What follows belongs to an exercise in optimizing a design on an open flow for small area, a short achievable clock period and few clock cycles per item; a production flow would make more cautious choices. Function was checked by simulation only, so behaviour that the tests miss may differ from the original. Power figures rest on the tool's default switching activity, not on a simulated workload.

`run.sh`:
```
#!/bin/bash
# synth_recipe.tcl (not shown) runs the flow's synth.tcl, then flattens the netlist and writes it again
# the make line also repeats each setting of config.mk as NAME=value (left out here)
make -C /OpenROAD-flow-scripts/flow DESIGN_CONFIG=/design/flow/config.mk WORK_HOME=/design/flow/orfs CLKGATE_MAP_FILE= SYNTH_SCRIPT=/design/flow/synth_recipe.tcl finish
```
`config.mk`:
```
export PLATFORM = sky130hd
export DESIGN_NAME = fastInvSqrt
export DESIGN_NICKNAME = fastInvSqrt
export VERILOG_FILES = /design/flow/design.v
export SDC_FILE = /design/flow/constraint.sdc
export NUM_CORES = 4
export LEC_CHECK = 0
export CAP_MARGIN = 20
export CORE_AREA = 2.5 2.5 61.5 61.5
export DIE_AREA = 0 0 64 64
export SLEW_MARGIN = 20
```
`constraint.sdc`:
```
create_clock -name core_clock -period 12.5 [get_ports {clk}]
set_input_delay 2.5000 -clock core_clock [delete_from_list [all_inputs] [get_ports {clk}]]
set_output_delay 2.5000 -clock core_clock [all_outputs]
set_load 0.01 [all_outputs]
```
`design.v`:
```
module fastInvSqrt #(
    parameter INT_WIDTH = 12,       
    parameter FRACT_WIDTH = 4        
    )
    (
    input wire clk,
    input wire rst_n,
    input wire [INT_WIDTH+FRACT_WIDTH-1:0] data_in,
    input wire valid_in,
    output reg ready_in,
    output wire [INT_WIDTH+FRACT_WIDTH-1:0] data_out,
    output reg valid_out,
    input wire ready_out
    );
    localparam WORD_WIDTH = INT_WIDTH + FRACT_WIDTH;
    function automatic [6:0] rsqrt_q4(input [15:0] x);
        begin
            if      (x == 16'd0)     rsqrt_q4 = 7'd0;
            else if (x <  16'd2)     rsqrt_q4 = 7'd93;
            else if (x <  16'd3)     rsqrt_q4 = 7'd45;
            else if (x <  16'd4)     rsqrt_q4 = 7'd44;
            else if (x <  16'd6)     rsqrt_q4 = 7'd32;
            else if (x <  16'd8)     rsqrt_q4 = 7'd26;
            else if (x <  16'd10)    rsqrt_q4 = 7'd23;
            else if (x <  16'd12)    rsqrt_q4 = 7'd20;
            else if (x <  16'd14)    rsqrt_q4 = 7'd18;
            else if (x <  16'd16)    rsqrt_q4 = 7'd17;
            else if (x <  16'd18)    rsqrt_q4 = 7'd16;
            else if (x <  16'd20)    rsqrt_q4 = 7'd15;
            else if (x <  16'd24)    rsqrt_q4 = 7'd14;
            else if (x <  16'd28)    rsqrt_q4 = 7'd13;
            else if (x <  16'd32)    rsqrt_q4 = 7'd12;
            else if (x <  16'd38)    rsqrt_q4 = 7'd11;
            else if (x <  16'd46)    rsqrt_q4 = 7'd10;
            else if (x <  16'd58)    rsqrt_q4 = 7'd9;
            else if (x <  16'd72)    rsqrt_q4 = 7'd8;
            else if (x <  16'd96)    rsqrt_q4 = 7'd7;
            else if (x <  16'd134)   rsqrt_q4 = 7'd6;
            else if (x <  16'd198)   rsqrt_q4 = 7'd5;
            else if (x <  16'd322)   rsqrt_q4 = 7'd4;
            else if (x <  16'd608)   rsqrt_q4 = 7'd3;
            else if (x <  16'd1538)  rsqrt_q4 = 7'd2;
            else if (x <  16'd8194)  rsqrt_q4 = 7'd1;
            else                     rsqrt_q4 = 7'd0;
        end
    endfunction
    reg [6:0] result;    
    wire full_next = valid_in | ~ready_in;   
    always @(posedge clk) begin
        if (!rst_n) begin
            valid_out <= 1'b0;
            ready_in <= 1'b1;
        end else begin
            valid_out <= ready_out & full_next;
            ready_in <= ready_out | ~full_next;
        end
    end
    always @(posedge clk) begin
        if (ready_in) result <= rsqrt_q4(data_in);
    end
    assign data_out = {{(WORD_WIDTH-7){1'b0}}, result};
endmodule
```
==> results by group, run 1 <==
GRT
  • Total global routing overflow: 0
  • Met2 demand-to-capacity share in global routing: 15.9%
  • Pin count of the biggest net entering global routing: 14
  • Vias in the first global route: 740
  • GRT Resource Usage Total: 9.74%
  • Grt peak-use layer: met2
  • Fraction of met1 tracks used by global routing: 11.9%
  • First-pass GRT wire length: 3270 microns
  • Number of antenna violations at the first check in global routing: 0
  • Met3 usage: 2.46%

STA
  • Fmax: 0.221 GHz
  • Final worst-path setup slack: 7.98 ns
  • Final cycle utilization of the critical path: 36.2%
  • Final Skew: 0.000245 ns
  • Final setup fails: 0
  • Setup total negative slack: 0 ns
  • Pins Over Slew Limit: 0
  • Unrepaired setup endpoints after global routing: no
  • Period minus WS final: 4.52 ns
  • Final hold violation count: 0

Setup path
  • Peak fanout along the critical path: 11
  • Crit end category: flip-flop
  • Required time reported for the critical path endpoint: 12.49 ns
  • Arrival time at the worst endpoint: 4.51 ns
  • Buffers plus inverters on the worst setup path: 1
  • Category of the critical setup timing path: input port to flip-flop
  • CP most frequent cell: sky130_fd_sc_hd__a31oi_1
  • Worst path slowest cell: sky130_fd_sc_hd__clkdlybuf4s50_1
  • Stage delay of the slowest cell on the critical path: 0.60 ns
  • Startpoint class of the critical path: input port
  • Worst path top cell family by delay: simple AND/OR/NAND/NOR gates
  • Ordered cell list for the critical path: clkdlybuf4s50_1 > nor3_2 > a31oi_1 > nor3_1 > o31ai_1 > a31oi_1 > a2111oi_2

Floorplan
  • Vertical extent of the die: 64 microns
  • I/O pins: 38
  • DIE AREA: 4100 sq um
  • Placeable core region: 3340 sq um
  • Starting density of the core: 26.6%
  • Horizontal die dimension: 64 microns
  • Standard-cell rows: 21

CTS
  • Buffer type at the clock tree root: sky130_fd_sc_hd__clkbuf_4
  • Clock slew at the register clock pins of the worst setup and hold paths: 0.06 ns
  • Number of sinks handled by clock tree synthesis: 9
  • CTS HTree Levels: 1
  • Number of clock buffers inserted by TritonCTS: 3
  • Clock tree from TritonCTS: done
  • Post-cts repair resize count: 0
  • Clock network latency to the later pin of the worst-skew pair: 0.25 ns
  • Post-CTS repair timing setup buffer count: 0
  • Count of hold buffers inserted by post-cts repair: 0
  • Number of buffers on the longest clock path: 2

Job
  • Max-capacitance violation count: 0

Cells and area
  • Most frequent cells in the layout: 28 x sky130_fd_sc_hd__clkdlybuf4s50_1, 11 x sky130_fd_sc_hd__o21ai_0, 9 x sky130_fd_sc_hd__nor2_1, 9 x sky130_fd_sc_hd__conb_1, 8 x sky130_fd_sc_hd__nor3_1
  • Layout-stage area growth over the synthesis result: 31.0%
  • Commonest non-fill, non-tap cell in the layout: sky130_fd_sc_hd__clkdlybuf4s50_1
  • Share of post-route cells with drive strength above 1: 9.77%
  • Final Net Count: 154
  • Total non-filler cell area in the finished layout: 1160 sq um
  • Total inserted antenna cells: 0

Power and ir drop
  • Power density over the cells: 66.5 nW/um^2
  • Static Leakage: 0.427 nW
  • Worst vdd rail ir drop: 23.5 uV

Route
  • DRC violation count after routing: 0
  • Mean routed wirelength per cell: 11.1 microns
  • Vias after detailed routing: 864
  • Wire length reported by the detailed router: 1980 microns
  • Drt initial violations: 22
  • Router iterations before antenna repair: 4
  • Per-cell via count in the routed design: 4.83
  • Remaining number of nets flagged by the antenna check after routing: 0

Synthesis
  • Sequential fraction of the synthesis area: 28.2%
  • Count of mapped cells out of synthesis: 107
  • Post-synthesis cell area: 887 sq um
  • Number of synthesized register bits: 9
  • Synth cell types: 40
  • Ys Warns: 1
  • Adder and majority cell fraction of the synthesized area: 0%
  • Synthesized-area fraction occupied by and/or/nand/nor cells: 32.6%
  • Compound-cell area share of the yosys netlist: 21.3%
  • Proportion of synthesized area in mux cells: 0%
  • Xor and xnor fraction of the mapped netlist area: 1.97%
  • Per-instance average area after synthesis: 8.29 sq um
  • Largest family of logic cells by synthesized area: simple AND/OR/NAND/NOR gates

Place
  • Global placement routability congestion: 0.891
  • HPWL after DPL: 1630 microns
  • Number of port buffers: 28
  • Worst slack at placement: 7.79 ns
  • Placed cell area: 1140 sq um

Status
  • Run status: complete, no violations

Hold path
  • Hold/Removal Path Class: flip-flop to flip-flop
-- worst register-to-register path, cell delays in order (launching register included) --
cell,delay [ns]
sky130_fd_sc_hd__dfxtp_1,0.54
sky130_fd_sc_hd__inv_1,0.08
sky130_fd_sc_hd__o21ai_0,0.20
sky130_fd_sc_hd__nand2b_1,0.13
-- cell families after synthesis --
kind of cell,after synthesis
buffers and inverters,19
flip-flops,9
other,1
XOR/XNOR,2
AO/OA/AOI/OAI,30
AND/OR/NAND/NOR,46
-- path summary, 6_finish.rpt --
path                                 start        end  slack, ns  depth (start not counted)
worst min register to register    ready_in  result[0]       0.63                          0
worst min-delay path              ready_in  result[0]       0.63                          0
worst max-delay path            data_in[2]  result[0]       7.98                          7
worst max register to register    ready_in   ready_in      11.49                          3
-- per-layer routing --
layer	wire [microns]	part of all wire (%)
met5	0	0
met4	17	0.86
met3	187	9.4
met2	975	49
met1	802	40
-- synth_stat cells --
library cell	number	share of area, %
sky130_fd_sc_hd__o21ai_0	11	6.2
sky130_fd_sc_hd__nor3_1	8	4.5
sky130_fd_sc_hd__a31oi_1	4	2.8
sky130_fd_sc_hd__nor3_2	1	1.1
sky130_fd_sc_hd__and4_2	1	1.1
sky130_fd_sc_hd__and3b_1	1	0.99
sky130_fd_sc_hd__nor2_1	9	3.8
sky130_fd_sc_hd__a41oi_1	1	0.99
sky130_fd_sc_hd__and2_1	1	0.71
sky130_fd_sc_hd__nand3_1	2	1.1
sky130_fd_sc_hd__and2b_2	1	0.99
sky130_fd_sc_hd__a311oi_1	1	0.99
sky130_fd_sc_hd__or2_2	1	0.71
sky130_fd_sc_hd__xnor2_1	2	2.0
sky130_fd_sc_hd__inv_1	5	2.1
sky130_fd_sc_hd__nand2b_1	2	1.4
sky130_fd_sc_hd__a2111oi_2	1	1.7
sky130_fd_sc_hd__and4b_2	1	1.3
sky130_fd_sc_hd__buf_6	2	2.5
sky130_fd_sc_hd__o41ai_1	1	0.99
sky130_fd_sc_hd__clkbuf_8	1	1.6
sky130_fd_sc_hd__nand4_1	1	0.71
sky130_fd_sc_hd__conb_1	1	0.42
sky130_fd_sc_hd__o21ai_1	2	1.1
sky130_fd_sc_hd__edfxtp_1	7	24
sky130_fd_sc_hd__nand3_2	1	1.1
sky130_fd_sc_hd__or3_1	1	0.71
sky130_fd_sc_hd__a21oi_1	3	1.7
sky130_fd_sc_hd__nor2b_1	5	3.5
sky130_fd_sc_hd__nor3_4	2	3.7
sky130_fd_sc_hd__o31ai_1	2	1.7
sky130_fd_sc_hd__a211oi_1	1	0.85
sky130_fd_sc_hd__buf_4	11	9.3
sky130_fd_sc_hd__and3_1	1	0.71
sky130_fd_sc_hd__o21a_1	1	0.85
sky130_fd_sc_hd__nor3b_1	1	0.85
sky130_fd_sc_hd__nand2_1	5	2.1
sky130_fd_sc_hd__nor4_2	1	1.4
sky130_fd_sc_hd__dfxtp_1	2	4.5
sky130_fd_sc_hd__o22ai_1	2	1.4
-- stage by stage --
| step | hold slack, ns | utilization (%) | std cells | total power, mW |
|---|---|---|---|---|
| after floorplan | 0.604 | - | 115 | 0.0481 |
| after global placement | 0.609 | 34.0 | 175 | 0.0565 |
| after detailed placement | 0.628 | 34.0 | 175 | 0.0568 |
| after CTS | 0.638 | 34.8 | 179 | 0.0784 |
| after global routing | 0.674 | 34.8 | 179 | 0.0821 |
| final | 0.633 | 34.8 | 179 | 0.0773 |
-- state kept, by name (all words and copies together) (netlist names) --
| signal | cells |
|---|---|
| result | 7 |
| ready_in | 1 |
| valid_out | 1 |
-- where the power goes --
group	internal [mW]	switching [mW]	leakage (nW)
clock network	0.0122	0.00888	0.0150
registers	0.0336	0.000789	0.0975
logic	0.0110	0.0109	0.315
-- area by class of cell --
class,count,area (sq um)
Fill cell,350,2170
Multi-Input combinational cell,87,529
Timing Repair Buffer,28,280
Sequential cell,9,250
Tap cell,46,57.6
Clock buffer,4,26.3
Inverter,5,18.8
Testbench counts, summed over its fixed seeds: cycles 1,028, items 1,024.
==> inputs of run 2 (changes only) <==
==> flow/run.sh (new file) <==
#!/bin/bash
# Standard layout, with the port buffers made of buf_2 cells instead of the
# cell buffer_ports picks by default.
set -euo pipefail
bash standard.sh "BUFFER_PORTS_ARGS=-buffer_cell sky130_fd_sc_hd__buf_2" SETUP_SLACK_MARGIN=9.3 finish > standard.log 2>&1
==> standard.sh (new file) <==
#!/bin/bash
# synth_recipe.tcl (not shown) runs the flow's synth.tcl, then flattens the netlist and writes it again
# the make line also repeats each setting of config.mk as NAME=value (left out here)
make -C /OpenROAD-flow-scripts/flow DESIGN_CONFIG=/design/flow/config.mk WORK_HOME=/design/flow/orfs CLKGATE_MAP_FILE= SYNTH_SCRIPT=/design/flow/synth_recipe.tcl "${@:-finish}"
removed: run.sh
==> run 2 against run 1 <==
  * Maximum frequency increased by 21%
  * Hold slack got worse by 0.068 ns
  * Highest routed layer unchanged
  * Die area unchanged
  * Register-to-register slack improved by 0.09 ns
  * Utilization increased by 6.0 points
  * First-iteration DRC count unchanged
  * Still clean on timing, DRC and antenna
  * Critical path depth unchanged
==> results by group, run 2 <==
Synthesis
  • Top post-synthesis cells by count: 11 x sky130_fd_sc_hd__buf_4, 11 x sky130_fd_sc_hd__o21ai_0, 9 x sky130_fd_sc_hd__nor2_1, 8 x sky130_fd_sc_hd__nor3_1, 7 x sky130_fd_sc_hd__edfxtp_1 (unchanged)
  • Post-synthesis cell area: 887 sq um (unchanged)
  • Main area contributors after synthesis: sky130_fd_sc_hd__edfxtp_1 24%, sky130_fd_sc_hd__buf_4 9.3%, sky130_fd_sc_hd__o21ai_0 6.2% (unchanged)
  • Ys Warns: 1 (unchanged)
  • Sequential fraction of the synthesis area: 28.2% (unchanged)
  • Per-instance average area after synthesis: 8.29 sq um (unchanged)
  • Synth cell types: 40 (unchanged)
  • Fraction of synthesized cell area taken by the top area cell type: 23.7% (unchanged)
  • Fraction of synthesis flops using an asynchronous set or reset pin: 0% (unchanged)
  • Number of synthesized register bits: 9 (unchanged)
  • Number of enable flip-flop cells after synthesis: 7 (unchanged)
  • Count of mapped cells out of synthesis: 107 (unchanged)
  • Post-synth top area cell: sky130_fd_sc_hd__edfxtp_1 (unchanged)
  • Primary flip-flop cell chosen by synthesis mapping: sky130_fd_sc_hd__edfxtp_1 (unchanged)

Hold path
  • Number of instances on the worst hold path: 0 (unchanged)
  • Hold Startpoint: ready_in (unchanged)
  • Hold/Removal Path Class: flip-flop to flip-flop (unchanged)

Route
  • Wire length reported by the detailed router: 2580 microns (was 1980 microns)
  • Per-cell via count in the routed design: 4.86 (was 4.83)
  • Vias after detailed routing: 958 (was 864)
  • Mean routed wirelength per cell: 13.1 microns (was 11.1 microns)
  • DRC violation count after routing: 0 (unchanged)
  • Remaining number of nets flagged by the antenna check after routing: 0 (unchanged)
  • Router iterations before antenna repair: 4 (unchanged)
  • Drt initial violations: 22 (unchanged)

Place
  • Global placement routability congestion: 0.865 (was 0.891)
  • HPWL after DPL: 1720 microns (was 1630 microns)
  • Number of port buffers: 28 (unchanged)
  • Worst slack at placement: 8.25 ns (was 7.79 ns)

Cells and area
  • Layout-stage area growth over the synthesis result: 53.7% (was 31.0%)
  • Top Registers: result: 7 flops, ready_in: 1 flops, valid_out: 1 flops (unchanged)
  • Max reg flops: 7 (unchanged)
  • Register ranked first by flip-flop count: result (unchanged)
  • Most frequent cells in the layout: 20 x sky130_fd_sc_hd__buf_2, 18 x sky130_fd_sc_hd__buf_4, 9 x sky130_fd_sc_hd__conb_1, 7 x sky130_fd_sc_hd__edfxtp_1 (was 28 x sky130_fd_sc_hd__clkdlybuf4s50_1, 11 x sky130_fd_sc_hd__o21ai_0, 9 x sky130_fd_sc_hd__nor2_1, 9 x sky130_fd_sc_hd__conb_1, 8 x sky130_fd_sc_hd__nor3_1)
  • Share of post-route cells with drive strength above 1: 52.3% (was 9.77%)
  • Total inserted antenna cells: 0 (unchanged)
  • Commonest non-fill, non-tap cell in the layout: sky130_fd_sc_hd__buf_2 (was sky130_fd_sc_hd__clkdlybuf4s50_1)
  • Multi-input gate area: 654 sq um (was 529 sq um)
  • Number of fillers in the final layout: 341 (was 350)
  • Final Net Count: 172 (was 154)
  • Footprint of the flip-flops and latches: 251 sq um (was 250 sq um)

STA
  • Setup total negative slack: 0 ns (unchanged)
  • Final Skew: 0.00245 ns (was 0.000245 ns)
  • Fmax: 0.268 GHz (was 0.221 GHz)
  • Pins Over Slew Limit: 0 (unchanged)
  • Final cycle utilization of the critical path: 29.9% (was 36.2%)
  • Period minus WS final: 3.73 ns (was 4.52 ns)
  • Final-layout worst hold slack: 0.564 ns (was 0.633 ns)
  • Unrepaired setup endpoints after global routing: yes (was no)
  • Final worst-path setup slack: 8.77 ns (was 7.98 ns)
  • Final hold violation count: 0 (unchanged)
  • Final setup fails: 0 (unchanged)

Setup path
  • Reg2reg start: ready_in (unchanged)
  • Launching instance or port of the critical path: data_in[5] (was data_in[2])
  • Arrival time at the worst endpoint: 3.73 ns (was 4.51 ns)
  • Peak fanout along the critical path: 9 (was 11)
  • Startpoint class of the critical path: input port (unchanged)
  • Required time reported for the critical path endpoint: 12.50 ns (was 12.49 ns)
  • Crit end category: flip-flop (unchanged)
  • Category of the critical setup timing path: input port to flip-flop (unchanged)
  • Worst r2r path cells: 3 (unchanged)

CTS
  • Number of buffers on the longest clock path: 2 (unchanged)
  • Buffer type at the clock tree root: sky130_fd_sc_hd__clkbuf_4 (unchanged)
  • Clock slew at the register clock pins of the worst setup and hold paths: 0.06 ns (about the same)
  • Number of sinks handled by clock tree synthesis: 9 (unchanged)
  • Clock network latency to the later pin of the worst-skew pair: 0.25 ns (about the same)
  • Count of hold buffers inserted by post-cts repair: 0 (unchanged)
  • Number of clock buffers inserted by TritonCTS: 3 (unchanged)
  • CTS HTree Levels: 1 (unchanged)
  • Clock tree from TritonCTS: done (unchanged)

Floorplan
  • Placeable core region: 3340 sq um (unchanged)
  • I/O pins: 38 (unchanged)
  • Starting density of the core: 26.6% (unchanged)
  • Horizontal die dimension: 64 microns (unchanged)
  • DIE AREA: 4100 sq um (unchanged)
  • Vertical extent of the die: 64 microns (unchanged)
  • Standard-cell rows: 21 (unchanged)

Power and ir drop
  • Total power draw: 0.0814 mW (was 0.0773 mW)
  • Worst vdd rail ir drop: 21.4 uV (was 23.5 uV)
  • Power density over the cells: 59.7 nW/um^2 (was 66.5 nW/um^2)
  • Static Leakage: 0.580 nW (was 0.427 nW)

GRT
  • Met2 demand-to-capacity share in global routing: 25.9% (was 15.9%)
  • Vias in the first global route: 1002 (was 740)
  • Met3 usage: 1.94% (was 2.46%)
  • Pin count of the biggest net entering global routing: 12 (was 14)
  • Grt peak-use layer: met2 (unchanged)
  • First-pass GRT wire length: 4350 microns (was 3270 microns)
  • Fraction of met1 tracks used by global routing: 14.0% (was 11.9%)
  • Total global routing overflow: 0 (unchanged)
  • GRT Resource Usage Total: 13.1% (was 9.74%)
  • Number of antenna violations at the first check in global routing: 0 (unchanged)

Job
  • Max-capacitance violation count: 0 (unchanged)

Status
  • Run status: complete, no violations (unchanged)
[run 2: cell types whose count changed in the layout (fill, tap and decap cells not counted), sizes merged]
cell	before	now
buf	0	46
clkdlybuf4s50	28	0
[run 2: through the flow]
step / instance area [sq um] / instances / utilization, %
floorplan: 938 / 115 / -
global placement: 1020 / 175 / 30.5
detailed placement: 1020 / 175 / 30.5
CTS: 1330 / 196 / 39.9
global route: 1360 / 197 / 40.9
finish: 1360 / 197 / 40.9
[run 2: final timing paths]
path	endpoint	slack, ns
min reg2reg	result[5]	0.56
max reg2reg	ready_in	11.58
max	result[0]	8.77
min	result[5]	0.56
[run 2: layout make-up]
class	count	area share, %
Clock buffer	4	1.93
Timing Repair Buffer	46	26.1
Multi-Input combinational cell	87	48.0
Tap cell	46	4.22
Inverter	5	1.38
Sequential cell	9	18.4
[run 2: worst max-delay path: stages]
cell	delay (ns)
sky130_fd_sc_hd__buf_2	0.21
sky130_fd_sc_hd__nor2_2	0.09
sky130_fd_sc_hd__and4_4	0.21
sky130_fd_sc_hd__buf_4	0.13
sky130_fd_sc_hd__or2_2	0.27
sky130_fd_sc_hd__a311oi_2	0.24
sky130_fd_sc_hd__a2111oi_2	0.07
[run 2: logic make-up (layout without fill, tap and decap cells)]
| group | after synthesis | in the layout | share of synthesized area [%] |
|---|---|---|---|
| xor gates and xnor gates | 2 | 2 | 1.97 |
| DFF | 9 | 9 | 28.2 |
| buffers and inverters | 19 | 55 | 15.5 |
| and+or+nand+nor | 46 | 46 | 32.6 |
| AOI/OAI and AO/OA | 30 | 30 | 21.3 |
| other | 1 | 9 | 0.423 |
[run 2: what timing repair did]
| action | CTS | global route |
|---|---|---|
| setup buffers | 17 | 1 |
| hold endpoints to repair | 0 | 0 |
| endpoints found under the setup margin | 15 | 16 |
| gates resized for setup | 40 | 5 |
| cloned | 0 | 0 |
| pin swaps | 18 | 8 |
[run 2: power by group]
part	switching, mW	internal [mW]	total [mW]	leakage (nW)
sequential	0.000720	0.0336	0.0343	0.0971
clock	0.00903	0.0122	0.0213	0.0150
combinational	0.0141	0.0117	0.0259	0.468
[run 2: layer usage]
layer	up-vias	share of wire (%)
met1	442	39
li1	467	-
met5	-	0
met4	0	0.66
met2	47	54
met3	2	6.8
==> inputs of run 3 (changes only) <==
==> flow/run.sh (replaced) <==
#!/bin/bash
# Standard layout, with the port buffers made of buf_2 cells instead of the
# cell buffer_ports picks by default.
set -euo pipefail
bash standard.sh "BUFFER_PORTS_ARGS=-buffer_cell sky130_fd_sc_hd__buf_2" finish > standard.log 2>&1
--- a/config.mk
+++ b/config.mk
@@ -5,6 +5,7 @@
 export SDC_FILE = /design/flow/constraint.sdc
 export NUM_CORES = 4
 export LEC_CHECK = 0
+export ABC_CLOCK_PERIOD_IN_PS = 1000
 export CAP_MARGIN = 20
 export CORE_AREA = 2.5 2.5 61.5 61.5
 export DIE_AREA = 0 0 64 64
==> run 3 against run 2 <==
  * Still clean
  * Maximum frequency is 4.3% lower
  * Sequential share of layout area is 6.0 points higher
  * Synthesized area stayed put
  * Hold slack gained 0.045 ns
  * First-iteration DRC count up 4.5%
  * Combinational power shrank 32%
  * Register-to-register slack got worse by 0.05 ns
  * Flip-flop and latch count stayed put
  * Critical path type unchanged
==> results by group, run 3 <==
Route
  • Remaining number of nets flagged by the antenna check after routing: 0 (unchanged)
  • Drt initial violations: 23 (was 22)
  • Wire length reported by the detailed router: 2030 microns (was 2580 microns)
  • Router iterations before antenna repair: 4 (unchanged)
  • Vias after detailed routing: 845 (was 958)
  • Per-cell via count in the routed design: 4.72 (was 4.86)
  • DRC violation count after routing: 0 (unchanged)
  • Mean routed wirelength per cell: 11.3 microns (was 13.1 microns)

Setup path
  • Worst path slowest cell: sky130_fd_sc_hd__and4_2 (was sky130_fd_sc_hd__or2_2)
  • Startpoint class of the critical path: input port (unchanged)
  • Category of the critical setup timing path: input port to flip-flop (unchanged)
  • Stage delay of the slowest cell on the critical path: 0.34 ns (was 0.27 ns)
  • Buffers plus inverters on the worst setup path: 1 (was 2)
  • Worst path top cell family by delay: simple AND/OR/NAND/NOR gates (unchanged)
  • Peak fanout along the critical path: 6 (was 9)
  • Required time reported for the critical path endpoint: 12.55 ns (was 12.50 ns)
  • Arrival time at the worst endpoint: 3.95 ns (was 3.73 ns)
  • Total stage count of the critical path: 7 (unchanged)
  • Ordered cell list for the critical path: buf_2 > nor3_4 > and4_2 > nor3b_1 > o21ai_0 > a311oi_1 > a2111oi_2 (was buf_2 > nor2_2 > and4_4 > buf_4 > or2_2 > a311oi_2 > a2111oi_2)
  • Worst r2r path cells: 3 (unchanged)
  • Crit end category: flip-flop (unchanged)

Synthesis
  • Per-instance average area after synthesis: 8.29 sq um (unchanged)
  • Main area contributors after synthesis: sky130_fd_sc_hd__edfxtp_1 24%, sky130_fd_sc_hd__buf_4 9.3%, sky130_fd_sc_hd__o21ai_0 6.2% (unchanged)
  • Fraction of synthesized cell area taken by the top area cell type: 23.7% (unchanged)
  • Fraction of synthesis flops using an asynchronous set or reset pin: 0% (unchanged)
  • Top post-synthesis cells by count: 11 x sky130_fd_sc_hd__buf_4, 11 x sky130_fd_sc_hd__o21ai_0, 9 x sky130_fd_sc_hd__nor2_1, 8 x sky130_fd_sc_hd__nor3_1, 7 x sky130_fd_sc_hd__edfxtp_1 (unchanged)
  • Post-synth top area cell: sky130_fd_sc_hd__edfxtp_1 (unchanged)
  • Count of mapped cells out of synthesis: 107 (unchanged)
  • Primary flip-flop cell chosen by synthesis mapping: sky130_fd_sc_hd__edfxtp_1 (unchanged)
  • Number of enable flip-flop cells after synthesis: 7 (unchanged)
  • Number of synthesized register bits: 9 (unchanged)
  • Post-synthesis cell area: 887 sq um (unchanged)
  • Synth cell types: 40 (unchanged)
  • Sequential fraction of the synthesis area: 28.2% (unchanged)
  • Ys Warns: 1 (unchanged)

Hold path
  • Number of instances on the worst hold path: 0 (unchanged)
  • Hold/Removal Path Class: flip-flop to flip-flop (unchanged)

STA
  • Final-layout worst hold slack: 0.610 ns (was 0.564 ns)
  • Unrepaired setup endpoints after global routing: no (was yes)
  • Final setup fails: 0 (unchanged)
  • Setup total negative slack: 0 ns (unchanged)
  • Period minus WS final: 3.90 ns (was 3.73 ns)
  • Final worst-path setup slack: 8.60 ns (was 8.77 ns)
  • Pins Over Slew Limit: 0 (unchanged)
  • Final cycle utilization of the critical path: 31.2% (was 29.9%)
  • Final hold violation count: 0 (unchanged)
  • Final Skew: 0.000561 ns (was 0.00245 ns)
  • Fmax: 0.256 GHz (was 0.268 GHz)

Floorplan
  • Standard-cell rows: 21 (unchanged)
  • I/O pins: 38 (unchanged)
  • DIE AREA: 4100 sq um (unchanged)
  • Vertical extent of the die: 64 microns (unchanged)
  • Starting density of the core: 26.6% (unchanged)
  • Placeable core region: 3340 sq um (unchanged)
  • Horizontal die dimension: 64 microns (unchanged)

Place
  • Global placement routability congestion: 0.878 (was 0.865)
  • Worst slack at placement: 8.31 ns (was 8.25 ns)
  • Number of port buffers: 28 (unchanged)
  • HPWL after DPL: 1680 microns (was 1720 microns)
  • Placed cell area: 996 sq um (was 1020 sq um)
  • Cells after DPL: 175 (unchanged)

GRT
  • First-pass GRT wire length: 3330 microns (was 4350 microns)
  • Total global routing overflow: 0 (unchanged)
  • GRT Resource Usage Total: 10.2% (was 13.1%)
  • Pin count of the biggest net entering global routing: 14 (was 12)
  • Vias in the first global route: 766 (was 1002)
  • Number of antenna violations at the first check in global routing: 0 (unchanged)

Status
  • Run status: complete, no violations (unchanged)

CTS
  • CTS HTree Levels: 1 (unchanged)
  • Count of hold buffers inserted by post-cts repair: 0 (unchanged)
  • Number of sinks handled by clock tree synthesis: 9 (unchanged)
  • Clock network latency to the later pin of the worst-skew pair: 0.25 ns (about the same)
  • Post-CTS repair timing setup buffer count: 0 (was 17)
  • Number of buffers on the longest clock path: 2 (unchanged)
  • Buffer type at the clock tree root: sky130_fd_sc_hd__clkbuf_4 (unchanged)
  • Post-cts repair resize count: 0 (was 40)
  • Clock slew at the register clock pins of the worst setup and hold paths: 0.05 ns (was 0.06 ns)
  • Number of clock buffers inserted by TritonCTS: 3 (unchanged)
  • Clock tree from TritonCTS: done (unchanged)

Power and ir drop
  • Total power draw: 0.0728 mW (was 0.0814 mW)
  • Power density over the cells: 71.2 nW/um^2 (was 59.7 nW/um^2)
  • Static Leakage: 0.439 nW (was 0.580 nW)
  • Worst vdd rail ir drop: 21.3 uV (was 21.4 uV)

Cells and area
  • Max reg flops: 7 (unchanged)
  • Final Net Count: 154 (was 172)
  • Final core utilization: 30.6% (was 40.9%)
  • Top Registers: result: 7 flops, ready_in: 1 flops, valid_out: 1 flops (unchanged)
  • Total inserted antenna cells: 0 (unchanged)
  • Register ranked first by flip-flop count: result (unchanged)
  • Number of standard cells in the layout, taps in and fillers out: 179 (was 197)
  • Number of fillers in the final layout: 360 (was 341)
  • Total non-filler cell area in the finished layout: 1020 sq um (was 1360 sq um)
  • Share of post-route cells with drive strength above 1: 30.8% (was 52.3%)
  • Most frequent cells in the layout: 28 x sky130_fd_sc_hd__buf_2, 11 x sky130_fd_sc_hd__o21ai_0, 9 x sky130_fd_sc_hd__nor2_1, 9 x sky130_fd_sc_hd__conb_1, 8 x sky130_fd_sc_hd__nor3_1 (was 20 x sky130_fd_sc_hd__buf_2, 18 x sky130_fd_sc_hd__buf_4, 9 x sky130_fd_sc_hd__conb_1, 7 x sky130_fd_sc_hd__edfxtp_1)
  • Layout-stage area growth over the synthesis result: 15.2% (was 53.7%)
  • Commonest non-fill, non-tap cell in the layout: sky130_fd_sc_hd__buf_2 (unchanged)

Job
  • Max-capacitance violation count: 0 (unchanged)
==> run 3: cell counts after synthesis <==
Identical to the previous run, type by type.
==> run 3: routing by layer <==
| metal | vias to the layer above | global-route usage (%) | part of all wire, % |
|---|---|---|---|
| met5 | - | 0 | 0 |
| met4 | 0 | 5.43 | 0.84 |
| met3 | 2 | 1.23 | 5.9 |
| met2 | 26 | 17.8 | 51 |
| met1 | 387 | 12.2 | 42 |
| li1 | 430 | - | - |
==> run 3: power by group <==
group          leakage [nW]  switching [mW]  internal (mW)
sequential           0.0975        0.000660         0.0336
combinational         0.326          0.0110        0.00664
clock                0.0150         0.00871         0.0122
==> run 3: final timing paths <==
kind | startpoint | to | slack (ns)
setup / recovery | data_in[12] | result[0] | 8.60
hold / removal | ready_in | result[6] | 0.61
setup reg to reg | ready_in | ready_in | 11.53
hold reg to reg | ready_in | result[6] | 0.61
==> run 3: kinds of logic after synthesis <==
| family | synth area share, % |
|---|---|
| compound gates | 21.3 |
| simple gates | 32.6 |
| other cells | 0.423 |
| flops | 28.2 |
| buf+inv | 15.5 |
| xor+xnor | 1.97 |
==> run 3: area by class of cell <==
type	instances	area, sq um	share of cell area [%]
repair buffers	28	140	13.7
inverters	5	18.8	1.84
well taps	46	57.6	5.63
multi-input cells	87	529	51.8
flip-flops and latches	9	250	24.5
clock buffers	4	26.3	2.57
==> run 3: worst reg2reg max path: stages (launching register included) <==
cell and delay (ns):
sky130_fd_sc_hd__dfxtp_1 0.51, sky130_fd_sc_hd__inv_1 0.08, sky130_fd_sc_hd__o21ai_0 0.20, sky130_fd_sc_hd__nand2b_1 0.13
==> inputs of run 4 (changes only) <==
--- a/config.mk
+++ b/config.mk
@@ -5,7 +5,6 @@
 export SDC_FILE = /design/flow/constraint.sdc
 export NUM_CORES = 4
 export LEC_CHECK = 0
-export ABC_CLOCK_PERIOD_IN_PS = 1000
 export CAP_MARGIN = 20
 export CORE_AREA = 2.5 2.5 61.5 61.5
 export DIE_AREA = 0 0 64 64
==> run 4 against run 3 <==
  * Critical path type unchanged
  * Largest cell class unchanged
  * Register-to-register slack is essentially flat
  * Largest power group unchanged
  * Worst setup slack is the same
  * Critical path depth unchanged
  * Die area did not move
==> results by group, run 4 <==
Status
  • Run status: complete, no violations (unchanged)

Route
  • DRC violation count after routing: 0 (unchanged)
  • Remaining number of nets flagged by the antenna check after routing: 0 (unchanged)
  • Per-cell via count in the routed design: 4.72 (unchanged)
  • Highest metal layer used by the detailed router: met4 (unchanged)
  • Met3 wirelength from detailed routing: 119 microns (unchanged)
  • Mean routed wirelength per cell: 11.3 microns (unchanged)
  • Met2 wire len: 1030 microns (unchanged)
  • Wire length the detailed router placed on met1: 861 microns (unchanged)
  • Drt initial violations: 23 (unchanged)
  • Router iterations before antenna repair: 4 (unchanged)
  • Vias after detailed routing: 845 (unchanged)
  • Wire length reported by the detailed router: 2030 microns (unchanged)

Setup path
  • Required time reported for the critical path endpoint: 12.55 ns (about the same)
  • Crit end category: flip-flop (unchanged)
  • Category of the critical setup timing path: input port to flip-flop (unchanged)
  • Arrival time at the worst endpoint: 3.95 ns (about the same)
  • Peak fanout along the critical path: 6 (unchanged)
  • Worst r2r path cells: 3 (unchanged)
  • Startpoint class of the critical path: input port (unchanged)
  • R2R Setup Slk: 11.53 ns (about the same)
  • Reg2reg start: ready_in (unchanged)
  • R2r endpoint: ready_in (unchanged)
  • Worst setup path endpoint: result[0] (unchanged)
  • Launching instance or port of the critical path: data_in[12] (unchanged)

Synthesis
  • Main area contributors after synthesis: sky130_fd_sc_hd__edfxtp_1 24%, sky130_fd_sc_hd__buf_4 9.3%, sky130_fd_sc_hd__o21ai_0 6.2% (unchanged)
  • Number of enable flip-flop cells after synthesis: 7 (unchanged)
  • Synth cell types: 40 (unchanged)
  • Fraction of synthesis flops using an asynchronous set or reset pin: 0% (unchanged)
  • Top post-synthesis cells by count: 11 x sky130_fd_sc_hd__buf_4, 11 x sky130_fd_sc_hd__o21ai_0, 9 x sky130_fd_sc_hd__nor2_1, 8 x sky130_fd_sc_hd__nor3_1, 7 x sky130_fd_sc_hd__edfxtp_1 (unchanged)
  • Sequential fraction of the synthesis area: 28.2% (unchanged)
  • Post-synthesis cell area: 887 sq um (unchanged)
  • Per-instance average area after synthesis: 8.29 sq um (unchanged)
  • Primary flip-flop cell chosen by synthesis mapping: sky130_fd_sc_hd__edfxtp_1 (unchanged)
  • Number of synthesized register bits: 9 (unchanged)
  • Post-synth top area cell: sky130_fd_sc_hd__edfxtp_1 (unchanged)
  • Ys Warns: 1 (unchanged)
  • Count of mapped cells out of synthesis: 107 (unchanged)
  • Fraction of synthesized cell area taken by the top area cell type: 23.7% (unchanged)

Power and ir drop
  • Part of the total power dissipated in sequential elements: 47.0% (about the same)
  • Static Leakage: 0.439 nW (unchanged)
  • Part of the power in the clock network: 28.7% (about the same)
  • Cell internal pwr: 0.0524 mW (unchanged)
  • Power density over the cells: 71.2 nW/um^2 (unchanged)
  • Combinational group share of total power: 24.3% (about the same)
  • Net load switching power: 0.0204 mW (unchanged)
  • Total power draw: 0.0728 mW (unchanged)
  • Sw Ratio: 28.0% (unchanged)
  • Worst vdd rail ir drop: 21.3 uV (unchanged)

STA
  • Pins Over Slew Limit: 0 (unchanged)
  • Unrepaired setup endpoints after global routing: no (unchanged)
  • Period minus WS final: 3.90 ns (unchanged)
  • Setup total negative slack: 0 ns (unchanged)
  • Final setup fails: 0 (unchanged)
  • Final-layout worst hold slack: 0.610 ns (unchanged)
  • Fmax: 0.256 GHz (unchanged)
  • Final cycle utilization of the critical path: 31.2% (unchanged)
  • Final hold violation count: 0 (unchanged)
  • Final Skew: 0.000561 ns (unchanged)

CTS
  • Count of hold buffers inserted by post-cts repair: 0 (unchanged)
  • Number of buffers on the longest clock path: 2 (unchanged)
  • Clock slew at the register clock pins of the worst setup and hold paths: 0.05 ns (about the same)
  • Post-cts repair resize count: 0 (unchanged)
  • Number of sinks handled by clock tree synthesis: 9 (unchanged)
  • Clock tree from TritonCTS: done (unchanged)
  • Post-CTS repair timing setup buffer count: 0 (unchanged)
  • Number of clock buffers inserted by TritonCTS: 3 (unchanged)
  • Clock network latency to the later pin of the worst-skew pair: 0.25 ns (about the same)
  • Buffer type at the clock tree root: sky130_fd_sc_hd__clkbuf_4 (unchanged)
  • CTS HTree Levels: 1 (unchanged)

Floorplan
  • I/O pins: 38 (unchanged)
  • Placeable core region: 3340 sq um (unchanged)
  • Vertical extent of the die: 64 microns (unchanged)
  • Standard-cell rows: 21 (unchanged)
  • Horizontal die dimension: 64 microns (unchanged)
  • DIE AREA: 4100 sq um (unchanged)
  • Starting density of the core: 26.6% (unchanged)

Cells and area
  • Max reg flops: 7 (unchanged)
  • Layout-stage area growth over the synthesis result: 15.2% (unchanged)
  • Share of post-route cells with drive strength above 1: 30.8% (unchanged)
  • Commonest non-fill, non-tap cell in the layout: sky130_fd_sc_hd__buf_2 (unchanged)
  • Most frequent cells in the layout: 28 x sky130_fd_sc_hd__buf_2, 11 x sky130_fd_sc_hd__o21ai_0, 9 x sky130_fd_sc_hd__nor2_1, 9 x sky130_fd_sc_hd__conb_1, 8 x sky130_fd_sc_hd__nor3_1 (unchanged)
  • Top Registers: result: 7 flops, ready_in: 1 flops, valid_out: 1 flops (unchanged)
  • Register ranked first by flip-flop count: result (unchanged)
  • Total inserted antenna cells: 0 (unchanged)
  • Final Net Count: 154 (unchanged)

Place
  • Number of port buffers: 28 (unchanged)
  • Global placement routability congestion: 0.878 (unchanged)
  • HPWL after DPL: 1680 microns (unchanged)

Job
  • Max-capacitance violation count: 0 (unchanged)

GRT
  • First-pass GRT wire length: 3330 microns (unchanged)
  • GRT Resource Usage Total: 10.2% (unchanged)
  • Number of antenna violations at the first check in global routing: 0 (unchanged)
  • Total global routing overflow: 0 (unchanged)
  • Vias in the first global route: 766 (unchanged)
  • Pin count of the biggest net entering global routing: 14 (unchanged)

Hold path
  • Hold Startpoint: ready_in (unchanged)
  • Hold/Removal Path Class: flip-flop to flip-flop (unchanged)
run 4: cell counts after synthesis:
No cell type changed its count.
run 4: layer usage:
layer / global-route usage (%) / up-vias
met5: 0 / -
li1: - / 430
met1: 12.2 / 387
met3: 1.23 / 2
met2: 17.8 / 26
met4: 5.43 / 0
run 4: cells by family after synthesis:
logic type,share of synthesized area [%]
AO/OA/AOI/OAI,21.3
XOR/XNOR,1.97
buffers and inverters,15.5
flip-flops,28.2
other,0.423
AND/OR/NAND/NOR,32.6
run 4: worst min path at each step:
stage	endpoint	slack [ns]	cells past startpoint
after detailed placement	result[5]	0.61	0
after global routing	result[5]	0.65	0
after global placement	result[5]	0.60	0
after floorplan	result[0]	0.60	0
final	result[6]	0.61	0
after CTS	result[5]	0.62	0
run 4: power by group through the flow:
| stage | Sequential, mW | Clock, mW | Combinational (mW) |
|---|---|---|---|
| 3_3_place_gp | 0.0348 | 0 | 0.0172 |
| 5_1_grt | 0.0344 | 0.0234 | 0.0198 |
| 6_report | 0.0342 | 0.0209 | 0.0177 |
| 4_1_cts | 0.0343 | 0.0223 | 0.0176 |
| 2_1_floorplan | 0.0356 | 0 | 0.0125 |
| 3_5_place_dp | 0.0349 | 0 | 0.0175 |
run 4: per-stage QoR:
stage	setup slack [ns]	cell area, sq um	instances	util, %
finish	8.60	1020	179	30.6
global route	8.39	1020	179	30.6
CTS	8.59	1020	179	30.6
detailed placement	8.31	996	175	29.8
global placement	8.40	996	175	29.8
floorplan	8.66	917	115	-
run 4: area by class of cell:
type                    count  area (sq um)
fillers                   360          2310
multi-input cells          87           529
flip-flops and latches      9           250
repair buffers             28           140
well taps                  46          57.6
clock buffers               4          26.3
inverters                   5          18.8
run 4: worst max-delay path, stage by stage:
cell and delay (ns):
sky130_fd_sc_hd__buf_2 0.12, sky130_fd_sc_hd__nor3_4 0.29, sky130_fd_sc_hd__and4_2 0.34, sky130_fd_sc_hd__nor3b_1 0.06, sky130_fd_sc_hd__o21ai_0 0.18, sky130_fd_sc_hd__a311oi_1 0.14
sky130_fd_sc_hd__a2111oi_2 0.32
==> inputs of run 5 (changes only) <==
==> flow/run.sh (replaced) <==
#!/bin/bash
# The standard layout, except:
#  - synthesis maps the logic with flow/abc_custom.script instead of ORFS's
#    abc_speed.script (the rest of the synthesis script is the standard flow's own);
#  - port buffers are buf_2 cells;
#  - the constant outputs share one tie cell.
set -euo pipefail
here=$PWD
# A scripts folder that is ORFS's, with abc_speed.script replaced.
mkdir -p scripts_custom
for f in "$FLOW_HOME"/scripts/*; do ln -sf "$f" scripts_custom/; done
rm -f scripts_custom/abc_speed.script
cp flow/abc_custom.script scripts_custom/abc_speed.script
cat > synth_custom.tcl <<EOT
set ::env(SCRIPTS_DIR) $here/scripts_custom
source $here/synth_recipe.tcl
EOT
bash standard.sh SYNTH_SCRIPT=$here/synth_custom.tcl synth > synth.log 2>&1
bash standard.sh "BUFFER_PORTS_ARGS=-buffer_cell sky130_fd_sc_hd__buf_2" SKIP_REPAIR_TIE_FANOUT=1 finish > standard.log 2>&1
==> flow/abc_custom.script (new file) <==
strash
dc2
collapse
strash
dc2
dc2
dch
map -B 0.3
topo
stime -c
==> run 5 against run 4 <==
  * Still clean
  * Final area is 3.9% lower
  * Sequential power hardly changed
  * Final cell count is 10% higher
  * Critical path depth stayed put
  * Synthesized cell count is 20% higher
  * Routed wire length is 10% higher
  * First-iteration DRC count grew to 3.3 times the previous value
  * Worst setup slack better by 0.22 ns
  * Sequential share of layout area is 1.0 points higher
==> results by group, run 5 <==
CTS
  • Count of hold buffers inserted by post-cts repair: 0 (unchanged)
  • CTS HTree Levels: 1 (unchanged)
  • Post-cts repair resize count: 0 (unchanged)
  • Post-CTS repair timing setup buffer count: 0 (unchanged)
  • Clock tree from TritonCTS: done (unchanged)
  • Number of clock buffers inserted by TritonCTS: 3 (unchanged)
  • Clock slew at the register clock pins of the worst setup and hold paths: 0.06 ns (was 0.05 ns)
  • Clock network latency to the later pin of the worst-skew pair: 0.25 ns (about the same)
  • Number of buffers on the longest clock path: 2 (unchanged)
  • Buffer type at the clock tree root: sky130_fd_sc_hd__clkbuf_4 (unchanged)
  • Number of sinks handled by clock tree synthesis: 9 (unchanged)

Place
  • Number of port buffers: 28 (unchanged)
  • Global placement routability congestion: 0.945 (was 0.878)
  • HPWL after DPL: 1750 microns (was 1680 microns)
  • Cells after DPL: 193 (was 175)
  • Worst slack at placement: 8.57 ns (was 8.31 ns)

Setup path
  • Worst path slowest cell: sky130_fd_sc_hd__a211o_2 (was sky130_fd_sc_hd__and4_2)
  • Crit end category: flip-flop (unchanged)
  • Reg2reg start: ready_in (unchanged)
  • Buffers plus inverters on the worst setup path: 1 (unchanged)
  • Worst path top cell family by delay: simple AND/OR/NAND/NOR gates (unchanged)
  • Peak fanout along the critical path: 9 (was 6)
  • Worst r2r path cells: 0 (was 3)
  • Ordered cell list for the critical path: buf_2 > nor2_1 > nand3_1 > nor2_1 > nand3_1 > a211o_2 > a21oi_1 (was buf_2 > nor3_4 > and4_2 > nor3b_1 > o21ai_0 > a311oi_1 > a2111oi_2)
  • Required time reported for the critical path endpoint: 12.61 ns (was 12.55 ns)
  • R2R Setup Slk: 11.65 ns (was 11.53 ns)
  • Startpoint class of the critical path: input port (unchanged)
  • R2r endpoint: result[3] (was ready_in)
  • Arrival time at the worst endpoint: 3.79 ns (was 3.95 ns)
  • Stage delay of the slowest cell on the critical path: 0.30 ns (was 0.34 ns)
  • Category of the critical setup timing path: input port to flip-flop (unchanged)

Route
  • DRC violation count after routing: 0 (unchanged)
  • Remaining number of nets flagged by the antenna check after routing: 0 (unchanged)
  • Vias after detailed routing: 959 (was 845)
  • Mean routed wirelength per cell: 11.3 microns (about the same)
  • Per-cell via count in the routed design: 4.87 (was 4.72)
  • Drt initial violations: 77 (was 23)
  • Wire length reported by the detailed router: 2230 microns (was 2030 microns)
  • Router iterations before antenna repair: 4 (unchanged)

GRT
  • Number of antenna violations at the first check in global routing: 0 (unchanged)
  • GRT Resource Usage Total: 10.9% (was 10.2%)
  • Vias in the first global route: 829 (was 766)
  • Total global routing overflow: 0 (unchanged)
  • Pin count of the biggest net entering global routing: 11 (was 14)
  • First-pass GRT wire length: 3580 microns (was 3330 microns)

Power and ir drop
  • Power density over the cells: 77.7 nW/um^2 (was 71.2 nW/um^2)
  • Worst vdd rail ir drop: 19.4 uV (was 21.3 uV)
  • Static Leakage: 0.416 nW (was 0.439 nW)
  • Total power draw: 0.0763 mW (was 0.0728 mW)

Synthesis
  • Count of mapped cells out of synthesis: 128 (was 107)
  • Primary flip-flop cell chosen by synthesis mapping: sky130_fd_sc_hd__edfxtp_1 (unchanged)
  • Sequential fraction of the synthesis area: 30.3% (was 28.2%)
  • Number of synthesized register bits: 9 (unchanged)
  • Per-instance average area after synthesis: 6.45 sq um (was 8.29 sq um)
  • Post-synth top area cell: sky130_fd_sc_hd__edfxtp_1 (unchanged)
  • Number of enable flip-flop cells after synthesis: 7 (unchanged)
  • Ys Warns: 1 (unchanged)
  • Post-synthesis cell area: 826 sq um (was 887 sq um)
  • Fraction of synthesized cell area taken by the top area cell type: 25.5% (was 23.7%)
  • Most numerous cell in the Yosys netlist: sky130_fd_sc_hd__nand2_1
  • Fraction of synthesis flops using an asynchronous set or reset pin: 0% (unchanged)
  • Top post-synthesis cells by count: 24 x sky130_fd_sc_hd__nand2_1, 21 x sky130_fd_sc_hd__nor2_1, 17 x sky130_fd_sc_hd__clkinv_1, 12 x sky130_fd_sc_hd__nand3_1 (was 11 x sky130_fd_sc_hd__buf_4, 11 x sky130_fd_sc_hd__o21ai_0, 9 x sky130_fd_sc_hd__nor2_1, 8 x sky130_fd_sc_hd__nor3_1, 7 x sky130_fd_sc_hd__edfxtp_1)
  • Synth cell types: 21 (was 40)
  • Main area contributors after synthesis: sky130_fd_sc_hd__edfxtp_1 25%, sky130_fd_sc_hd__nand2_1 11%, sky130_fd_sc_hd__nor2_1 9.5% (was sky130_fd_sc_hd__edfxtp_1 24%, sky130_fd_sc_hd__buf_4 9.3%, sky130_fd_sc_hd__o21ai_0 6.2%)

Cells and area
  • Max reg flops: 7 (unchanged)
  • Commonest non-fill, non-tap cell in the layout: sky130_fd_sc_hd__buf_2 (unchanged)
  • Share of post-route cells with drive strength above 1: 21.2% (was 30.8%)
  • Final core utilization: 29.4% (was 30.6%)
  • Number of standard cells in the layout, taps in and fillers out: 197 (was 179)
  • Top Registers: result: 7 flops, ready_in: 1 flops, valid_out: 1 flops (unchanged)
  • Most frequent cells in the layout: 28 x sky130_fd_sc_hd__buf_2, 24 x sky130_fd_sc_hd__nand2_1, 21 x sky130_fd_sc_hd__nor2_1, 17 x sky130_fd_sc_hd__clkinv_1, 12 x sky130_fd_sc_hd__nand3_1 (was 28 x sky130_fd_sc_hd__buf_2, 11 x sky130_fd_sc_hd__o21ai_0, 9 x sky130_fd_sc_hd__nor2_1, 9 x sky130_fd_sc_hd__conb_1, 8 x sky130_fd_sc_hd__nor3_1)
  • Register ranked first by flip-flop count: result (unchanged)
  • Number of fillers in the final layout: 370 (was 360)
  • Final Net Count: 172 (was 154)
  • Total inserted antenna cells: 0 (unchanged)
  • Layout-stage area growth over the synthesis result: 18.9% (was 15.2%)

Floorplan
  • Standard-cell rows: 21 (unchanged)
  • Starting density of the core: 24.7% (was 26.6%)
  • DIE AREA: 4100 sq um (unchanged)
  • I/O pins: 38 (unchanged)
  • Horizontal die dimension: 64 microns (unchanged)
  • Vertical extent of the die: 64 microns (unchanged)
  • Placeable core region: 3340 sq um (unchanged)

STA
  • Final setup fails: 0 (unchanged)
  • Fmax: 0.271 GHz (was 0.256 GHz)
  • Period minus WS final: 3.69 ns (was 3.90 ns)
  • Setup total negative slack: 0 ns (unchanged)
  • Final worst-path setup slack: 8.81 ns (was 8.60 ns)
  • Pins Over Slew Limit: 0 (unchanged)
  • Final cycle utilization of the critical path: 29.5% (was 31.2%)
  • Unrepaired setup endpoints after global routing: no (unchanged)
  • Final Skew: 0.00501 ns (was 0.000561 ns)
  • Final hold violation count: 0 (unchanged)

Status
  • Run status: complete, no violations (unchanged)

Hold path
  • Number of instances on the worst hold path: 0 (unchanged)
  • Hold/Removal Path Class: flip-flop to flip-flop (unchanged)
  • End of the worst hold path: result[0] (was result[6])
  • Hold Startpoint: ready_in (unchanged)

Job
  • Max-capacitance violation count: 0 (unchanged)
[run 5: cell types whose count changed after synthesis, sizes merged, moves of 4 or more]
cell    previous run  this run
a21oi              3         7
clkinv             0        17
nand2              5        24
nor2               9        21
o21ai             13         9
nand3              3        12
nor3              11         3
buf               13         9
nor2b              5         0
o21bai             0         4
inv                5         0
[run 5: per-layer routing]
metal	GRT usage (%)	share of wire, %	vias up
met2	19.3	51	57
met1	12.2	39	420
met3	1.76	8.8	6
met4	6.25	1.7	0
li1	-	-	476
met5	0	0	-
[run 5: how the worst max path moves through the flow]
stage          startpoint        end  slack, ns  depth (start not counted)
2_1_floorplan  data_in[2]  result[0]       8.94                          6
5_1_grt        data_in[2]  result[0]       8.65                          7
6_report       data_in[2]  result[0]       8.81                          7
3_3_place_gp   data_in[2]  result[0]       8.56                          7
3_5_place_dp   data_in[2]  result[0]       8.57                          7
4_1_cts        data_in[2]  result[0]       8.84                          7
[run 5: where the power goes]
group	total (mW)	switching, mW	internal, mW
registers	0.0342	0.000628	0.0335
logic	0.0214	0.0141	0.00726
clock network	0.0208	0.00856	0.0122
total	0.0763	0.0233	0.0530
[run 5: cells by family (layout without fill, tap and decap cells)]
family	Yosys count	count (layout)	share of synthesized area (%)
and+or+nand+nor	63	63	31.8
AOI/OAI and AO/OA	29	29	21.5
DFF	9	9	30.3
other	1	1	0.454
buffers and inverters	26	49	15.9
[run 5: final cells by class]
type	count	area [sq um]	area share, %
Sequential cell	9	250	25.5
Timing Repair Buffer	28	140	14.3
Clock buffer	4	26.3	2.68
Tap cell	46	57.6	5.86
Inverter	17	63.8	6.50
Multi-Input combinational cell	93	444	45.2
[run 5: per-stage QoR]
stage               hold WS (ns)  area (sq um)
global placement           0.611           956
global route               0.653           982
CTS                        0.619           982
detailed placement         0.609           956
finish                     0.611           982
floorplan                  0.604           826
==> inputs of run 6 (changes only) <==
--- a/flow/run.sh
+++ b/flow/run.sh
@@ -2,7 +2,7 @@
 # The standard layout, except:
 #  - synthesis maps the logic with flow/abc_custom.script instead of ORFS's
 #    abc_speed.script (the rest of the synthesis script is the standard flow's own);
-#  - port buffers are buf_2 cells;
+#  - port buffers are buf_1 cells;
 #  - the constant outputs share one tie cell.
 set -euo pipefail
 here=$PWD
@@ -16,4 +16,4 @@
 source $here/synth_recipe.tcl
 EOT
 bash standard.sh SYNTH_SCRIPT=$here/synth_custom.tcl synth > synth.log 2>&1
-bash standard.sh "BUFFER_PORTS_ARGS=-buffer_cell sky130_fd_sc_hd__buf_2" SKIP_REPAIR_TIE_FANOUT=1 finish > standard.log 2>&1
+bash standard.sh "BUFFER_PORTS_ARGS=-buffer_cell sky130_fd_sc_hd__buf_1" SKIP_REPAIR_TIE_FANOUT=1 finish > standard.log 2>&1
==> run 6 against run 5 <==
  * Synthesized area stayed put
  * Clock skew is 0.0025 ns lower
  * First-iteration DRC count is 57% lower
  * Via count is 2.5% lower
  * Critical endpoint unchanged
  * Largest power group unchanged
==> results by group, run 6 <==
STA
  • Final setup fails: 0 (unchanged)
  • Final cycle utilization of the critical path: 30.3% (was 29.5%)
  • Period minus WS final: 3.78 ns (was 3.69 ns)
  • Setup total negative slack: 0 ns (unchanged)
  • Final Skew: 0.00246 ns (was 0.00501 ns)
  • Final-layout worst hold slack: 0.621 ns (was 0.611 ns)
  • Final hold violation count: 0 (unchanged)
  • Final worst-path setup slack: 8.72 ns (was 8.81 ns)
  • Unrepaired setup endpoints after global routing: no (unchanged)
  • Pins Over Slew Limit: 0 (unchanged)
  • Fmax: 0.264 GHz (was 0.271 GHz)

CTS
  • CTS HTree Levels: 1 (unchanged)
  • Clock network latency to the later pin of the worst-skew pair: 0.25 ns (about the same)
  • Post-CTS repair timing setup buffer count: 0 (unchanged)
  • Buffer type at the clock tree root: sky130_fd_sc_hd__clkbuf_4 (unchanged)
  • Clock slew at the register clock pins of the worst setup and hold paths: 0.06 ns (about the same)
  • Number of clock buffers inserted by TritonCTS: 3 (unchanged)
  • Clock tree from TritonCTS: done (unchanged)
  • Post-cts repair resize count: 0 (unchanged)
  • Count of hold buffers inserted by post-cts repair: 0 (unchanged)
  • Number of buffers on the longest clock path: 2 (unchanged)
  • Number of sinks handled by clock tree synthesis: 9 (unchanged)

Setup path
  • Stage delay of the slowest cell on the critical path: 0.31 ns (was 0.30 ns)
  • Peak fanout along the critical path: 10 (was 9)
  • Ordered cell list for the critical path: buf_1 > nor2_1 > nand3_1 > nor2_1 > nand3_1 > a211o_2 > a21oi_1 (was buf_2 > nor2_1 > nand3_1 > nor2_1 > nand3_1 > a211o_2 > a21oi_1)
  • Buffers plus inverters on the worst setup path: 1 (unchanged)
  • Startpoint class of the critical path: input port (unchanged)
  • Worst path top cell family by delay: simple AND/OR/NAND/NOR gates (unchanged)
  • Arrival time at the worst endpoint: 3.88 ns (was 3.79 ns)
  • Reg2reg start: ready_in (unchanged)
  • Crit end category: flip-flop (unchanged)
  • Category of the critical setup timing path: input port to flip-flop (unchanged)
  • Worst path slowest cell: sky130_fd_sc_hd__nor2_1 (was sky130_fd_sc_hd__a211o_2)
  • Worst r2r path cells: 0 (unchanged)
  • Required time reported for the critical path endpoint: 12.60 ns (was 12.61 ns)
  • R2R Setup Slk: 11.64 ns (was 11.65 ns)
  • R2r endpoint: result[3] (unchanged)

GRT
  • GRT Resource Usage Total: 10.7% (was 10.9%)
  • Grt peak-use layer: met2 (unchanged)
  • Pin count of the biggest net entering global routing: 11 (unchanged)
  • Vias in the first global route: 839 (was 829)
  • Met2 demand-to-capacity share in global routing: 19.8% (was 19.3%)
  • First-pass GRT wire length: 3440 microns (was 3580 microns)
  • Total global routing overflow: 0 (unchanged)
  • Fraction of met1 tracks used by global routing: 10.7% (was 12.2%)
  • Number of antenna violations at the first check in global routing: 0 (unchanged)
  • Met3 usage: 1.94% (was 1.76%)

Hold path
  • Hold/Removal Path Class: flip-flop to flip-flop (unchanged)
  • Hold Startpoint: ready_in (unchanged)
  • End of the worst hold path: result[0] (unchanged)
  • Number of instances on the worst hold path: 0 (unchanged)

Synthesis
  • Number of enable flip-flop cells after synthesis: 7 (unchanged)
  • Main area contributors after synthesis: sky130_fd_sc_hd__edfxtp_1 25%, sky130_fd_sc_hd__nand2_1 11%, sky130_fd_sc_hd__nor2_1 9.5% (unchanged)
  • Synth cell types: 21 (unchanged)
  • Most numerous cell in the Yosys netlist: sky130_fd_sc_hd__nand2_1 (unchanged)
  • Post-synthesis cell area: 826 sq um (unchanged)
  • Fraction of synthesis flops using an asynchronous set or reset pin: 0% (unchanged)
  • Top post-synthesis cells by count: 24 x sky130_fd_sc_hd__nand2_1, 21 x sky130_fd_sc_hd__nor2_1, 17 x sky130_fd_sc_hd__clkinv_1, 12 x sky130_fd_sc_hd__nand3_1 (unchanged)
  • Post-synth top area cell: sky130_fd_sc_hd__edfxtp_1 (unchanged)
  • Per-instance average area after synthesis: 6.45 sq um (unchanged)
  • Fraction of synthesized cell area taken by the top area cell type: 25.5% (unchanged)
  • Number of synthesized register bits: 9 (unchanged)
  • Primary flip-flop cell chosen by synthesis mapping: sky130_fd_sc_hd__edfxtp_1 (unchanged)
  • Sequential fraction of the synthesis area: 30.3% (unchanged)
  • Ys Warns: 1 (unchanged)
  • Count of mapped cells out of synthesis: 128 (unchanged)

Route
  • Per-cell via count in the routed design: 4.75 (was 4.87)
  • Mean routed wirelength per cell: 11.0 microns (was 11.3 microns)
  • Drt initial violations: 33 (was 77)
  • Vias after detailed routing: 935 (was 959)
  • DRC violation count after routing: 0 (unchanged)
  • Router iterations before antenna repair: 4 (unchanged)
  • Wire length reported by the detailed router: 2160 microns (was 2230 microns)
  • Remaining number of nets flagged by the antenna check after routing: 0 (unchanged)

Cells and area
  • Number of standard cells in the layout, taps in and fillers out: 197 (unchanged)
  • Number of fillers in the final layout: 404 (was 370)
  • Final core utilization: 28.4% (was 29.4%)
  • Register ranked first by flip-flop count: result (unchanged)
  • Total inserted antenna cells: 0 (unchanged)
  • Top Registers: result: 7 flops, ready_in: 1 flops, valid_out: 1 flops (unchanged)
  • Most frequent cells in the layout: 28 x sky130_fd_sc_hd__buf_1, 24 x sky130_fd_sc_hd__nand2_1, 21 x sky130_fd_sc_hd__nor2_1, 17 x sky130_fd_sc_hd__clkinv_1, 12 x sky130_fd_sc_hd__nand3_1 (was 28 x sky130_fd_sc_hd__buf_2, 24 x sky130_fd_sc_hd__nand2_1, 21 x sky130_fd_sc_hd__nor2_1, 17 x sky130_fd_sc_hd__clkinv_1, 12 x sky130_fd_sc_hd__nand3_1)
  • Layout-stage area growth over the synthesis result: 14.7% (was 18.9%)
  • Max reg flops: 7 (unchanged)
  • Final Net Count: 172 (unchanged)
  • Total non-filler cell area in the finished layout: 947 sq um (was 982 sq um)
  • Commonest non-fill, non-tap cell in the layout: sky130_fd_sc_hd__buf_1 (was sky130_fd_sc_hd__buf_2)
  • Share of post-route cells with drive strength above 1: 2.65% (was 21.2%)

Place
  • Placed cell area: 921 sq um (was 956 sq um)
  • Worst slack at placement: 8.46 ns (was 8.57 ns)
  • Global placement routability congestion: 0.948 (was 0.945)
  • Cells after DPL: 193 (unchanged)
  • HPWL after DPL: 1810 microns (was 1750 microns)
  • Number of port buffers: 28 (unchanged)

Job
  • Max-capacitance violation count: 0 (unchanged)

Floorplan
  • Starting density of the core: 24.7% (unchanged)
  • I/O pins: 38 (unchanged)
  • Placeable core region: 3340 sq um (unchanged)
  • Vertical extent of the die: 64 microns (unchanged)
  • Standard-cell rows: 21 (unchanged)
  • DIE AREA: 4100 sq um (unchanged)
  • Horizontal die dimension: 64 microns (unchanged)

Power and ir drop
  • Power density over the cells: 79.2 nW/um^2 (was 77.7 nW/um^2)
  • Static Leakage: 0.330 nW (was 0.416 nW)
  • Worst vdd rail ir drop: 13.2 uV (was 19.4 uV)
  • Total power draw: 0.0750 mW (was 0.0763 mW)

Status
  • Run status: complete, no violations (unchanged)
run 6: cell types whose count changed in the layout (fill, tap and decap cells not counted):
cell                    previous run  this run
sky130_fd_sc_hd__buf_2            28         0
sky130_fd_sc_hd__buf_1             0        28
run 6: worst max path at each step:
stage | startpoint | endpoint | slack, ns | cells past startpoint
after floorplan | data_in[2] | result[0] | 8.94 | 6
after global placement | data_in[2] | result[0] | 8.45 | 8
after detailed placement | data_in[3] | result[0] | 8.46 | 7
after CTS | data_in[3] | result[0] | 8.74 | 7
after global routing | data_in[3] | result[0] | 8.66 | 8
final | data_in[3] | result[0] | 8.72 | 7
run 6: power breakdown:
part	total [mW]	internal [mW]	switching [mW]
clock	0.0209	0.0122	0.00869
combinational	0.0199	0.00602	0.0139
sequential	0.0342	0.0335	0.000671
run 6: logic make-up (layout without fill, tap and decap cells):
family | after synthesis | in the layout | synth area share, %
AOI/OAI and AO/OA | 29 | 29 | 21.5
buffers and inverters | 26 | 49 | 15.9
DFF | 9 | 9 | 30.3
other | 1 | 1 | 0.454
and+or+nand+nor | 63 | 63 | 31.8
run 6: metal layers:
layer / vias to the layer above / part of all wire, %
li1: 476 / -
met1: 423 / 40
met2: 30 / 52
met3: 6 / 5.7
met4: 0 / 2.9
met5: - / 0
run 6: layout make-up:
cell class | instances | area [sq um] | area share [%]
inverters | 17 | 63.8 | 6.74
multi-input cells | 93 | 444 | 46.9
clock buffers | 4 | 26.3 | 2.77
well taps | 46 | 57.6 | 6.08
repair buffers | 28 | 105 | 11.1
flip-flops and latches | 9 | 250 | 26.4

[afterwards: timing with drivers on the ports]
How much do the figures lean on ideal ports? The routed layouts below were timed once more, with nothing changed but the port constraints.
Step 1, drivers: a clkbuf_16 drives clk and a buf_2 each remaining input, both assumed.
Step 2 also shifts input and output timing later by t, the mid clock arrival at the registers, as if the neighbouring blocks saw the same clock.
Three values: no drivers, after step 1, after step 2; two values: the first two.
run	t (ns)	slack for setup (ns)	hold WS [ns]
run 1	0.267	7.979 / 7.975 / 7.709	0.633 / 0.633 / 0.633
run 2	0.266	8.766 / 8.754 / 8.488	0.564 / 0.564 / 0.564
run 3	0.269	8.599 / 8.597 / 8.329	0.610 / 0.610 / 0.610
run 4	0.269	8.599 / 8.597 / 8.329	0.610 / 0.610 / 0.610
run 5	0.267	8.815 / 8.811 / 8.544	0.611 / 0.611 / 0.611
run 6	0.268	8.716 / 8.715 / 8.448	0.621 / 0.621 / 0.621
After both steps setup and hold are still met in every run listed. For run 2, which loses most, drivers alone change the setup slack by -0.012 ns; drivers and shift together by -0.278 ns.
